This design comes from an exercise in tuning for small area and a short achievable clock period on the open sky130 flow, not from production work. In this exercise RTL edits were held to simulation tests only and were not proved equivalent to the original. Power is estimated from default activity; no workload was simulated.

==> flow/design.v <==
module lru_cache_4way #(
    parameter DEPTH       = 32,     
    parameter WAYS        = 4,      
    parameter TAG_BITS    = 31,
    parameter BLOCK_SIZE  = 8
)(
    input  logic clk,
    input  logic rst_n,
    input  logic wr_en,
    input  logic rd_en,
    input  logic [31:0] addr,               
    input  logic [BLOCK_SIZE-1:0] data_in,
    output logic [BLOCK_SIZE-1:0] data_out,
    output logic [BLOCK_SIZE-1:0] data_evicted,
    output logic                  data_evict_en
);
    localparam NUM_SETS   = DEPTH / WAYS;    
    localparam INDEX_BITS = $clog2(NUM_SETS);
    localparam WAY_BITS   = $clog2(WAYS);
    localparam STAG_BITS  = 32 - INDEX_BITS;   
    function automatic logic gt2(input logic [1:0] a, input logic [1:0] b);
        gt2 = (a[1] & ~b[1]) | ((a[1] | ~b[1]) & a[0] & ~b[0]);
    endfunction
    function automatic logic [1:0] inc2(input logic [1:0] a);
        inc2 = {a[1] ^ a[0], ~a[0]};
    endfunction
    logic [STAG_BITS-1:0]  line_tag   [NUM_SETS-1:0][WAYS-1:0];
    logic [BLOCK_SIZE-1:0] line_value [NUM_SETS-1:0][WAYS-1:0];
    logic                  line_valid [NUM_SETS-1:0][WAYS-1:0];
    logic [WAY_BITS-1:0]   line_lru   [NUM_SETS-1:0][WAYS-1:0];
    logic [INDEX_BITS-1:0] idx;
    logic [STAG_BITS-1:0]  atag;
    assign idx  = addr[INDEX_BITS-1:0];
    assign atag = addr[31:INDEX_BITS];
    logic [NUM_SETS-1:0] sdec;
    always_comb
        for (int s = 0; s < NUM_SETS; s++)
            sdec[s] = (idx == s[INDEX_BITS-1:0]);
    logic [STAG_BITS-1:0]  set_tag   [WAYS-1:0];
    logic [BLOCK_SIZE-1:0] set_value [WAYS-1:0];
    logic                  set_valid [WAYS-1:0];
    logic [WAY_BITS-1:0]   set_lru   [WAYS-1:0];
    always_comb begin
        for (int w = 0; w < WAYS; w++) begin
            set_tag[w]   = '0;
            set_value[w] = '0;
            set_valid[w] = 1'b0;
            set_lru[w]   = '0;
            for (int s = 0; s < NUM_SETS; s++) begin
                set_tag[w]   = set_tag[w]   | ({STAG_BITS{sdec[s]}}  & line_tag[s][w]);
                set_value[w] = set_value[w] | ({BLOCK_SIZE{sdec[s]}} & line_value[s][w]);
                set_valid[w] = set_valid[w] | (sdec[s] & line_valid[s][w]);
                set_lru[w]   = set_lru[w]   | ({WAY_BITS{sdec[s]}}   & line_lru[s][w]);
            end
        end
    end
    logic [WAYS-1:0] hv;
    logic hit;
    always_comb
        for (int w = 0; w < WAYS; w++)
            hv[w] = set_valid[w] && (set_tag[w] == atag);
    assign hit = |hv;
    logic [WAY_BITS-1:0] L [WAYS-1:0];
    always_comb
        for (int w = 0; w < WAYS; w++)
            L[w] = set_lru[w] ^ WAY_BITS'(w);
    logic [WAYS-1:0] lv;
    always_comb
        for (int w = 0; w < WAYS; w++) begin
            lv[w] = 1'b1;
            for (int j = 0; j < WAYS; j++) begin
                if (j < w && !gt2(L[w], L[j])) lv[w] = 1'b0;
                if (j > w && gt2(L[j], L[w])) lv[w] = 1'b0;
            end
        end
    logic [WAYS-1:0] sel;
    assign sel = hit ? hv : lv;
    logic [BLOCK_SIZE-1:0] hit_value, lru_value;
    logic                  lru_valid;
    always_comb begin
        hit_value = '0;
        lru_value = '0;
        lru_valid = 1'b0;
        for (int w = 0; w < WAYS; w++) begin
            hit_value = hit_value | ({BLOCK_SIZE{hv[w]}} & set_value[w]);
            lru_value = lru_value | ({BLOCK_SIZE{lv[w]}} & set_value[w]);
            lru_valid = lru_valid | (lv[w] & set_valid[w]);
        end
    end
    logic wr, acc, evict;
    assign wr    = wr_en;
    assign acc   = wr_en | (rd_en & hit);
    assign evict = wr_en & ~hit & lru_valid;
    always_ff @(posedge clk or negedge rst_n) begin
        if (!rst_n) begin
            data_out      <= '0;
            data_evicted  <= '0;
            data_evict_en <= 1'b0;
        end else begin
            data_out      <= (wr_en | rd_en) ? hit_value : '0;
            data_evicted  <= evict ? lru_value : '0;
            data_evict_en <= evict;
        end
    end
    always_ff @(posedge clk or negedge rst_n) begin
        if (!rst_n) begin
            for (int s = 0; s < NUM_SETS; s++)
                for (int w = 0; w < WAYS; w++) begin
                    line_valid[s][w] <= 1'b0;
                    line_lru[s][w]   <= '0;
                end
        end else begin
            for (int s = 0; s < NUM_SETS; s++)
                for (int w = 0; w < WAYS; w++)
                    if (sdec[s] && acc) begin
                        if (sel[w]) line_lru[s][w] <= WAY_BITS'(w);
                        else        line_lru[s][w] <= inc2(line_lru[s][w] ^ WAY_BITS'(w)) ^ WAY_BITS'(w);
                        if (wr && !hit && lv[w]) line_valid[s][w] <= 1'b1;
                    end
        end
    end
    always_ff @(posedge clk) begin
        for (int s = 0; s < NUM_SETS; s++)
            for (int w = 0; w < WAYS; w++)
                if (sdec[s] && wr) begin
                    if (sel[w]) line_value[s][w] <= data_in;
                    if (!hit && lv[w]) line_tag[s][w] <= atag;
                end
    end
endmodule
Settings: LEC_CHECK=0, CAP_MARGIN=20, CORE_MARGIN=2, CORE_UTILIZATION=60, SLEW_MARGIN=20; clock period 5.6 ns.
run.sh (not shown) runs the stock make flow with config.mk's settings and CLKGATE_MAP_FILE= SYNTH_SCRIPT=/design/flow/synth_recipe.tcl, a recipe that flattens the netlist after the stock synthesis.
The first run produced a clean layout.
Rerun with:
--- a/flow/design.v
+++ b/flow/design.v
@@ -25,11 +25,16 @@
         inc2 = {a[1] ^ a[0], ~a[0]};
     endfunction
     logic [STAG_BITS-1:0]  line_tag   [NUM_SETS-1:0][WAYS-1:0];
     logic [BLOCK_SIZE-1:0] line_value [NUM_SETS-1:0][WAYS-1:0];
     logic                  line_valid [NUM_SETS-1:0][WAYS-1:0];
-    logic [WAY_BITS-1:0]   line_lru   [NUM_SETS-1:0][WAYS-1:0];
+    logic [WAY_BITS-1:0]   line_lru   [NUM_SETS-1:0][WAYS-1:0];   
+    logic                  pend;        
+    logic [INDEX_BITS-1:0] pend_set;
+    logic [WAYS-1:0]       pend_way;    
+    logic [STAG_BITS-1:0]  pend_tag;    
+    logic [BLOCK_SIZE-1:0] pend_value;
     logic [INDEX_BITS-1:0] idx;
     logic [STAG_BITS-1:0]  atag;
     assign idx  = addr[INDEX_BITS-1:0];
     assign atag = addr[31:INDEX_BITS];
     logic [NUM_SETS-1:0] sdec;
@@ -52,27 +57,39 @@
                 set_valid[w] = set_valid[w] | (sdec[s] & line_valid[s][w]);
                 set_lru[w]   = set_lru[w]   | ({WAY_BITS{sdec[s]}}   & line_lru[s][w]);
             end
         end
     end
-    logic [WAYS-1:0] hv;
+    logic            pend_hit_set;
+    logic [WAYS-1:0] byp;
+    assign pend_hit_set = pend & (pend_set == idx);
+    assign byp = {WAYS{pend_hit_set}} & pend_way;
+    logic            pend_eq;
+    logic [WAYS-1:0] line_eq, hv;
     logic hit;
+    assign pend_eq = (pend_tag == atag);
+    always_comb
+        for (int w = 0; w < WAYS; w++) begin
+            line_eq[w] = (set_tag[w] == atag);
+            hv[w] = set_valid[w] && (byp[w] ? pend_eq : line_eq[w]);
+        end
+    assign hit = |hv;
+    logic [BLOCK_SIZE-1:0] eff_value [WAYS-1:0];
     always_comb
         for (int w = 0; w < WAYS; w++)
-            hv[w] = set_valid[w] && (set_tag[w] == atag);
-    assign hit = |hv;
+            eff_value[w] = byp[w] ? pend_value : set_value[w];
     logic [WAY_BITS-1:0] L [WAYS-1:0];
     always_comb
         for (int w = 0; w < WAYS; w++)
             L[w] = set_lru[w] ^ WAY_BITS'(w);
     logic [WAYS-1:0] lv;
     always_comb
         for (int w = 0; w < WAYS; w++) begin
             lv[w] = 1'b1;
             for (int j = 0; j < WAYS; j++) begin
                 if (j < w && !gt2(L[w], L[j])) lv[w] = 1'b0;
-                if (j > w && gt2(L[j], L[w])) lv[w] = 1'b0;
+                if (j > w &&  gt2(L[j], L[w])) lv[w] = 1'b0;
             end
         end
     logic [WAYS-1:0] sel;
     assign sel = hit ? hv : lv;
     logic [BLOCK_SIZE-1:0] hit_value, lru_value;
@@ -80,17 +97,16 @@
     always_comb begin
         hit_value = '0;
         lru_value = '0;
         lru_valid = 1'b0;
         for (int w = 0; w < WAYS; w++) begin
-            hit_value = hit_value | ({BLOCK_SIZE{hv[w]}} & set_value[w]);
-            lru_value = lru_value | ({BLOCK_SIZE{lv[w]}} & set_value[w]);
+            hit_value = hit_value | ({BLOCK_SIZE{hv[w]}} & eff_value[w]);
+            lru_value = lru_value | ({BLOCK_SIZE{lv[w]}} & eff_value[w]);
             lru_valid = lru_valid | (lv[w] & set_valid[w]);
         end
     end
-    logic wr, acc, evict;
-    assign wr    = wr_en;
+    logic acc, evict;
     assign acc   = wr_en | (rd_en & hit);
     assign evict = wr_en & ~hit & lru_valid;
     always_ff @(posedge clk or negedge rst_n) begin
         if (!rst_n) begin
             data_out      <= '0;
@@ -107,24 +123,30 @@
             for (int s = 0; s < NUM_SETS; s++)
                 for (int w = 0; w < WAYS; w++) begin
                     line_valid[s][w] <= 1'b0;
                     line_lru[s][w]   <= '0;
                 end
+            pend <= 1'b0;
         end else begin
             for (int s = 0; s < NUM_SETS; s++)
                 for (int w = 0; w < WAYS; w++)
                     if (sdec[s] && acc) begin
                         if (sel[w]) line_lru[s][w] <= WAY_BITS'(w);
                         else        line_lru[s][w] <= inc2(line_lru[s][w] ^ WAY_BITS'(w)) ^ WAY_BITS'(w);
-                        if (wr && !hit && lv[w]) line_valid[s][w] <= 1'b1;
+                        if (wr_en && !hit && lv[w]) line_valid[s][w] <= 1'b1;
                     end
+            pend <= wr_en;
         end
     end
     always_ff @(posedge clk) begin
+        pend_set   <= idx;
+        pend_way   <= sel;
+        pend_tag   <= atag;
+        pend_value <= data_in;
         for (int s = 0; s < NUM_SETS; s++)
             for (int w = 0; w < WAYS; w++)
-                if (sdec[s] && wr) begin
-                    if (sel[w]) line_value[s][w] <= data_in;
-                    if (!hit && lv[w]) line_tag[s][w] <= atag;
+                if (pend && pend_set == s[INDEX_BITS-1:0] && pend_way[w]) begin
+                    line_value[s][w] <= pend_value;
+                    line_tag[s][w]   <= pend_tag;
                 end
     end
 endmodule
After rerunning: The changed run produced a clean layout. Hold slack got worse by 0.0053 ns. Synthesized area grows by 3.9%. Clock power grows by 6.7%. Clock skew shrinks by 0.0053 ns. Global-route usage grows by 4.1 points. Fmax shrinks by 6.1%. Clock-buffer cell count grows by 29. Final area grows by 1.3%. Worst setup slack got worse by 0.33 ns. Combinational power shrinks by about 4%. Sequential power grows by about 4%. Sequential cell count grows by 45. Sequential share of layout area grows by 0.67 points. Power grows by 3.8%.

port drivers added, routing unchanged:
Ports are ideal in the flow. The routed layouts listed here were re-timed in OpenROAD.
Step 1 assumes that a clkbuf_16 drives the clock port and a buf_2 every other input.
Step 2 adds t to the input delays and takes it off the output delays; t is the mean of the earliest and latest rising clock arrival at the registers after step 1. Input paths then give back, and output paths get back, about the clock's delay inside the block.
Slacks: no drivers / after step 1 / after step 2; pairs: no drivers / after step 1.
run | shift t [ns] | slack for setup (ns) | worst setup path at the end | worst register clock-pin slew, ns | cell pins on the clock port's net
the first run | 0.784 | 0.484 / 0.499 / -0.286 | input to register | 0.07 / 0.07 | 1
the second run | 0.820 | 0.153 / 0.171 / -0.649 | input to register | 0.06 / 0.06 | 1
With both steps, setup timing fails in the first run and the second run, where it was met with ideal ports. The setup slack of the second run, which loses most, moves by +0.018 ns with the drivers and by -0.802 ns with both steps.
